This is an optimization exercise on Yosys and OpenROAD, whose aim is small area and a short achievable clock period, not a production implementation. RTL that was checked went through simulation tests only; none was proved equivalent to the original. Power and IR drop assume default switching activity.

==> flow/design.v <==
`timescale 1ns / 1ps
module TwoToOneMux(input logic [15:0] a, b,
	input logic sel_mux,
	output logic [15:0] out);
    always_comb
	    out <= sel_mux ? b : a;
endmodule
`timescale 1ns / 1ps
module alu(input logic [15:0] I, a, b, mem_rdata,
	input logic add_op,
	output logic [15:0] wd, sum,
	output logic ovf);
	logic [15:0] y, p, g, sh_in, sh_out;
	logic [5:0] nz, lo;
	logic use_b, hi, sh_ok;
	logic sel_sum, sel_sll, sel_sra, sel_g, sel_p;
	assign nz = {I[12], I[6:5], I[4:2]};
	assign use_b = I[15] & ~(I[11] & ~I[10]);
	assign lo = use_b ? b[5:0] : nz;
	assign hi = I[14] ? I[5] : ~I[15] & I[12];
	assign y[5:0] = I[14] ? {I[12], I[11:10], I[6], 2'b00} : lo;
	assign y[15:6] = (use_b & ~I[14]) ? b[15:6] : {10{hi}};
	adder16 add(.a(a), .y(y), .add_op(add_op), .p(p), .g(g), .sum(sum), .ovf(ovf));
	assign sh_ok = nz[5:4] == 2'b00;
	always_comb
		for (int i = 0; i < 16; i++)
			sh_in[i] = I[15] ? a[15 - i] : a[i];
	assign sh_out = sh_in << nz[3:0];
	assign sel_sum = ~I[14] & (I[15] ? ~I[11] & I[1] : I[0]);
	assign sel_sll = ~I[14] & ~I[15] & ~I[0] & sh_ok;
	assign sel_sra = ~I[14] & I[15] & ~I[11] & ~I[1];
	assign sel_g = ~I[14] & I[15] & I[11] & (~I[10] | I[6]);
	assign sel_p = ~I[14] & I[15] & I[11] & I[10] & (I[6] ^ I[5]);
	always_comb begin
		wd = ({16{I[14]}} & mem_rdata) | ({16{sel_sum}} & sum) |
		     ({16{sel_g}} & g) | ({16{sel_p}} & p) |
		     ({16{sel_sll}} & sh_out) | {sel_sra & a[15], 15'd0};
		for (int i = 0; i < 16; i++)
			wd[i] = wd[i] | (sel_sra & sh_ok & sh_out[15 - i]);
	end
endmodule
module adder16(input logic [15:0] a, y,
	input logic add_op,
	output logic [15:0] p, g, sum,
	output logic ovf);
	logic [15:0] G [0:4];
	logic [15:0] P [0:4];
	logic [16:0] c;
	assign p = a ^ y;
	assign g = a & y;
	always_comb begin
		G[0] = g;
		P[0] = p;
		for (int l = 0; l < 4; l++)
			for (int i = 0; i < 16; i++)
				if ((i >> l) & 1) begin
					G[l+1][i] = G[l][i] | (P[l][i] & G[l][((i >> l) << l) - 1]);
					P[l+1][i] = P[l][i] & P[l][((i >> l) << l) - 1];
				end else begin
					G[l+1][i] = G[l][i];
					P[l+1][i] = P[l][i];
				end
	end
	assign c = {G[4], 1'b0};
	assign sum = p ^ c[15:0];
	assign ovf = add_op & ~(a[15] ^ y[15]) & (c[15] ^ a[15]);
endmodule
`timescale 1ns / 1ps
module instruction_decoder(input logic [15:0] I,
    output logic is_sw, is_beqz, is_bnez, add_op, wen,
    output logic [2:0] waddr);
    logic is_lw, is_add, is_srai, is_and, is_or, is_xor, is_andi, is_addi,
          is_slli;
    logic q0, q2;
    assign q0 = I[15:13] == 3'b000;
    assign q2 = I[15:13] == 3'b100;
    assign is_lw   = I[15:13] == 3'b010;
    assign is_sw   = I[15:13] == 3'b110 && I[1:0] == 2'b00;
    assign is_beqz = I[15:13] == 3'b110 && I[1:0] == 2'b01;
    assign is_bnez = I[15:13] == 3'b111;
    assign is_add  = q2 && I[11:10] == 2'b01 && I[1:0] == 2'b10;
    assign is_srai = q2 && I[11:10] == 2'b01 && I[1:0] == 2'b01;
    assign is_and  = q2 && I[11:10] == 2'b11 && I[6:5] == 2'b11;
    assign is_or   = q2 && I[11:10] == 2'b11 && I[6:5] == 2'b10;
    assign is_xor  = q2 && I[11:10] == 2'b11 && I[6:5] == 2'b01;
    assign is_andi = q2 && I[11:10] == 2'b10;
    assign is_addi = q0 && I[1:0] == 2'b01;
    assign is_slli = q0 && I[1:0] == 2'b10;
    assign add_op = is_lw | is_sw | is_add | is_addi;
    assign wen = is_lw | is_add | is_srai | is_and | is_or | is_xor |
                 is_andi | is_addi | is_slli;
    assign waddr = I[14] ? I[4:2] : I[9:7];
endmodule
`timescale 1ns / 1ps
module mapper(input [15:0] instruction,
              output logic [2:0] rs1,rs2,rd,
              output logic [6:0] immediate,
              output logic [5:0] nzimm,
              output logic [8:0] offset,
              output logic [3:0] opcode);
  always_comb
  begin
  opcode = 4'b1111;  
  nzimm = 0;
  offset = 0;
  immediate = 0;
  rs1=0;
  rs2=0;
  rd=0;
  case(instruction[15:13])
  3'b110:begin 
         case(instruction[1:0])
            2'b00 : begin immediate = {instruction[5],instruction[12],instruction[11:10],instruction[6],2'b00};rs1=instruction[9:7];rs2=instruction[4:2];opcode=4'b0001;end  
            2'b01 : begin offset = {instruction[12],instruction[12],instruction[6:5],instruction[2],instruction[11:10],instruction[4:3]}; rs1=instruction[9:7];opcode=4'b1010; end  
         endcase
           end
  3'b010: begin immediate = {instruction[5],instruction[12],instruction[11:10],instruction[6],2'b00};rs1=instruction[9:7]; rd = instruction[4:2];opcode=4'b0000; end  
  3'b100 : begin
           case(instruction[11:10])
                2'b01 : begin
                        case(instruction[1:0])
                        2'b10: begin rd = instruction[9:7]; rs2 = instruction[4:2];opcode=4'b0010; end  
                        2'b01: begin nzimm = {instruction[12],instruction[6:5],instruction[4:2]};rd = instruction[9:7];rs1=instruction[9:7];opcode= 4'b1000; end  
                        endcase 
                        end                                    
                2'b11 : begin
                        case(instruction[6:5])
                            2'b11: begin rs1 = instruction[9:7]; rd = instruction[9:7];rs2 = instruction[4:2];opcode=4'b0100;end  
                            2'b10: begin rs1 = instruction[9:7]; rd = instruction[9:7]; rs2 = instruction[4:2];opcode=4'b0110;end  
                            2'b01 : begin rs1 = instruction[9:7]; rd = instruction[9:7]; rs2 = instruction[4:2];opcode=4'b0111; end  
                         endcase 
                        end 
                2'b10 : begin immediate = {1'b0,instruction[12],instruction[6:5],instruction[4:2]}; rs1 = instruction[9:7]; rd = instruction[9:7];opcode=4'b0101; end  
            endcase
           end
  3'b000 : begin
           case(instruction[1:0])
                2'b01: begin nzimm = {instruction[12],instruction[6:5],instruction[4:2]};rs1 = instruction[9:7]; rd = instruction[9:7];opcode=4'b0011; end  
                2'b10 : begin nzimm = {instruction[12],instruction[6:5],instruction[4:2]};rd = instruction[9:7];opcode=4'b1001; end  
           endcase 
           end
  3'b111 : begin offset = {instruction[12],instruction[12],instruction[6:5],instruction[2],instruction[11:10],instruction[4:3]}; rs1 = instruction[9:7];opcode=4'b1011; end  
  endcase
  end
endmodule
`timescale 1ns / 1ps
module program_counter(input logic clk, rst, take_branch,
    input logic [7:0] offset,
	output logic [7:0] pc);
	logic [7:0] inc, nxt;
	logic [8:0] c;
	assign inc = take_branch ? offset : 8'd1;
	always_comb begin
		c[0] = 1'b0;
		for (int i = 0; i < 8; i++) begin
			nxt[i] = pc[i] ^ inc[i] ^ c[i];
			c[i+1] = (pc[i] & inc[i]) | (pc[i] & c[i]) | (inc[i] & c[i]);
		end
	end
	always_ff @(posedge clk, posedge rst)
		if (rst) pc <= 0;
		else pc <= nxt;
endmodule
`timescale 1ns / 1ps
module regfile(input logic rst, clk, wr_en,
	input logic [2:0] rd0_addr, rd1_addr, wr_addr,
	input logic [15:0] wr_data,
	output logic [15:0] rd0_data, rd1_data);
	logic [15:0] data [0:7];
	logic [7:0] valid;
	logic [7:0] we, s0, s1;
	always_comb
		for (int i = 0; i < 8; i++) begin
			we[i] = wr_en && wr_addr == i;
			s0[i] = valid[i] && rd0_addr == i;
			s1[i] = valid[i] && rd1_addr == i;
		end
	always_ff @(posedge clk, posedge rst)
		if (rst) valid <= 8'd0;
		else valid <= valid | we;
	always_ff @(posedge clk)
		for (int i = 0; i < 8; i++)
			if (we[i]) data[i] <= wr_data;
	always_comb begin
		rd0_data = 16'd0;
		rd1_data = 16'd0;
		for (int i = 0; i < 8; i++) begin
			rd0_data = rd0_data | ({16{s0[i]}} & data[i]);
			rd1_data = rd1_data | ({16{s1[i]}} & data[i]);
		end
	end
endmodule
`timescale 1ns / 1ps
module cpu16_top(input logic clk,
        input logic reset,
        output logic [7:0] imem_addr,       
        input logic [15:0] imem_rdata,      
        output logic [9:0] dmem_addr,       
        output logic [15:0] dmem_wdata,     
        output logic dmem_we,               
        input logic [15:0] dmem_rdata,      
        output logic ovf_ctrl,
        output logic take_branch
    );
    logic [15:0] I;
    logic [15:0] ra, rb, wd, sum;
    logic [2:0] waddr;
    logic wen;
    logic is_sw, is_beqz, is_bnez, add_op;
    assign I = imem_rdata;
    instruction_decoder dec(.I(I), .is_sw(is_sw), .is_beqz(is_beqz),
        .is_bnez(is_bnez), .add_op(add_op), .wen(wen), .waddr(waddr));
    regfile rf(.clk(clk), .rst(reset), .wr_en(wen), .wr_addr(waddr),
        .wr_data(wd), .rd0_addr(I[9:7]), .rd1_addr(I[4:2]),
        .rd0_data(ra), .rd1_data(rb));
    alu u_alu(.I(I), .a(ra), .b(rb), .mem_rdata(dmem_rdata), .add_op(add_op),
        .wd(wd), .sum(sum), .ovf(ovf_ctrl));
    assign take_branch = (is_beqz & ~|ra) | (is_bnez & |ra);
    program_counter pcu(.clk(clk), .rst(reset), .take_branch(take_branch),
        .offset({I[12], I[6:5], I[2], I[11:10], I[4:3]}), .pc(imem_addr));
    assign dmem_addr = sum[9:0];
    assign dmem_wdata = rb;
    assign dmem_we = is_sw;
endmodule
Settings: LEC_CHECK=0, CAP_MARGIN=20, CORE_MARGIN=2, CORE_UTILIZATION=40, CTS_BUF_LIST=sky130_fd_sc_hd__clkbuf_4 sky130_fd_sc_hd__clkbuf_8, SLEW_MARGIN=20, SYNTH_HIERARCHICAL=1, SYNTH_MINIMUM_KEEP_SIZE=0; clock period 15.0 ns.
standard.sh (not shown) runs the stock make flow with config.mk's settings and CLKGATE_MAP_FILE= SYNTH_SCRIPT=/design/flow/synth_recipe.tcl, a recipe that flattens the netlist after the stock synthesis.
==> flow/flow/run.sh <==
#!/bin/bash
set -euo pipefail
cd "$(dirname "$0")/.."
export BUFFER_PORTS_ARGS="-buffer_cell sky130_fd_sc_hd__buf_1"
export SETUP_SLACK_MARGIN=5.5
bash standard.sh > make.log 2>&1
==> next run, changes <==
--- a/flow/design.v
+++ b/flow/design.v
@@ -51,13 +51,13 @@
 	always_comb begin
 		G[0] = g;
 		P[0] = p;
 		for (int l = 0; l < 4; l++)
 			for (int i = 0; i < 16; i++)
-				if ((i >> l) & 1) begin
-					G[l+1][i] = G[l][i] | (P[l][i] & G[l][((i >> l) << l) - 1]);
-					P[l+1][i] = P[l][i] & P[l][((i >> l) << l) - 1];
+				if (i >= (1 << l)) begin
+					G[l+1][i] = G[l][i] | (P[l][i] & G[l][i - (1 << l)]);
+					P[l+1][i] = P[l][i] & P[l][i - (1 << l)];
 				end else begin
 					G[l+1][i] = G[l][i];
 					P[l+1][i] = P[l][i];
 				end
 	end
Combinational power stays flat.
Sequential share of layout area went down by 0.66 points.
Routed wire length went down by 3.7%.
Core utilization went up by 0.30 points.
Die area went up by 1.8%.
Cell count went up by 2.5%.
Global-route usage went down by 1.3 points.
Worst setup slack gets better by 0.12 ns.
Non-clock buffer count went down by 5.
Flip-flop and latch count does not change.
Power went up by 5.8%.
Fmax went up by 1.3%.
Final area went up by 1.6%.
Clock power went up by 23%.
No functional check of the RTL was part of the second run of this note.

[what the ideal ports hide]
Ports are ideal in the flow. The routed layouts listed here were re-timed in OpenROAD.
Step 1 assumes that a clkbuf_16 drives the clock port and a buf_2 every other input.
Step 2 adds t to the input delays and takes it off the output delays; t is the mean of the earliest and latest rising clock arrival at the registers after step 1. Input paths then give back, and output paths get back, about the clock's delay inside the block.
a / b / c = no drivers / after step 1 / after step 2; a / b = the first two.
run	t, ns	setup WS [ns]	worst data-port slew with drivers (ns)
the first run	0.487	5.591 / 5.567 / 5.567	0.04
the second run	0.492	5.707 / 5.682 / 5.682	0.04
After both steps setup and hold are still met in every run listed. The setup slack of the second run, which loses most, moves by -0.025 ns with the drivers and by -0.025 ns with both steps.
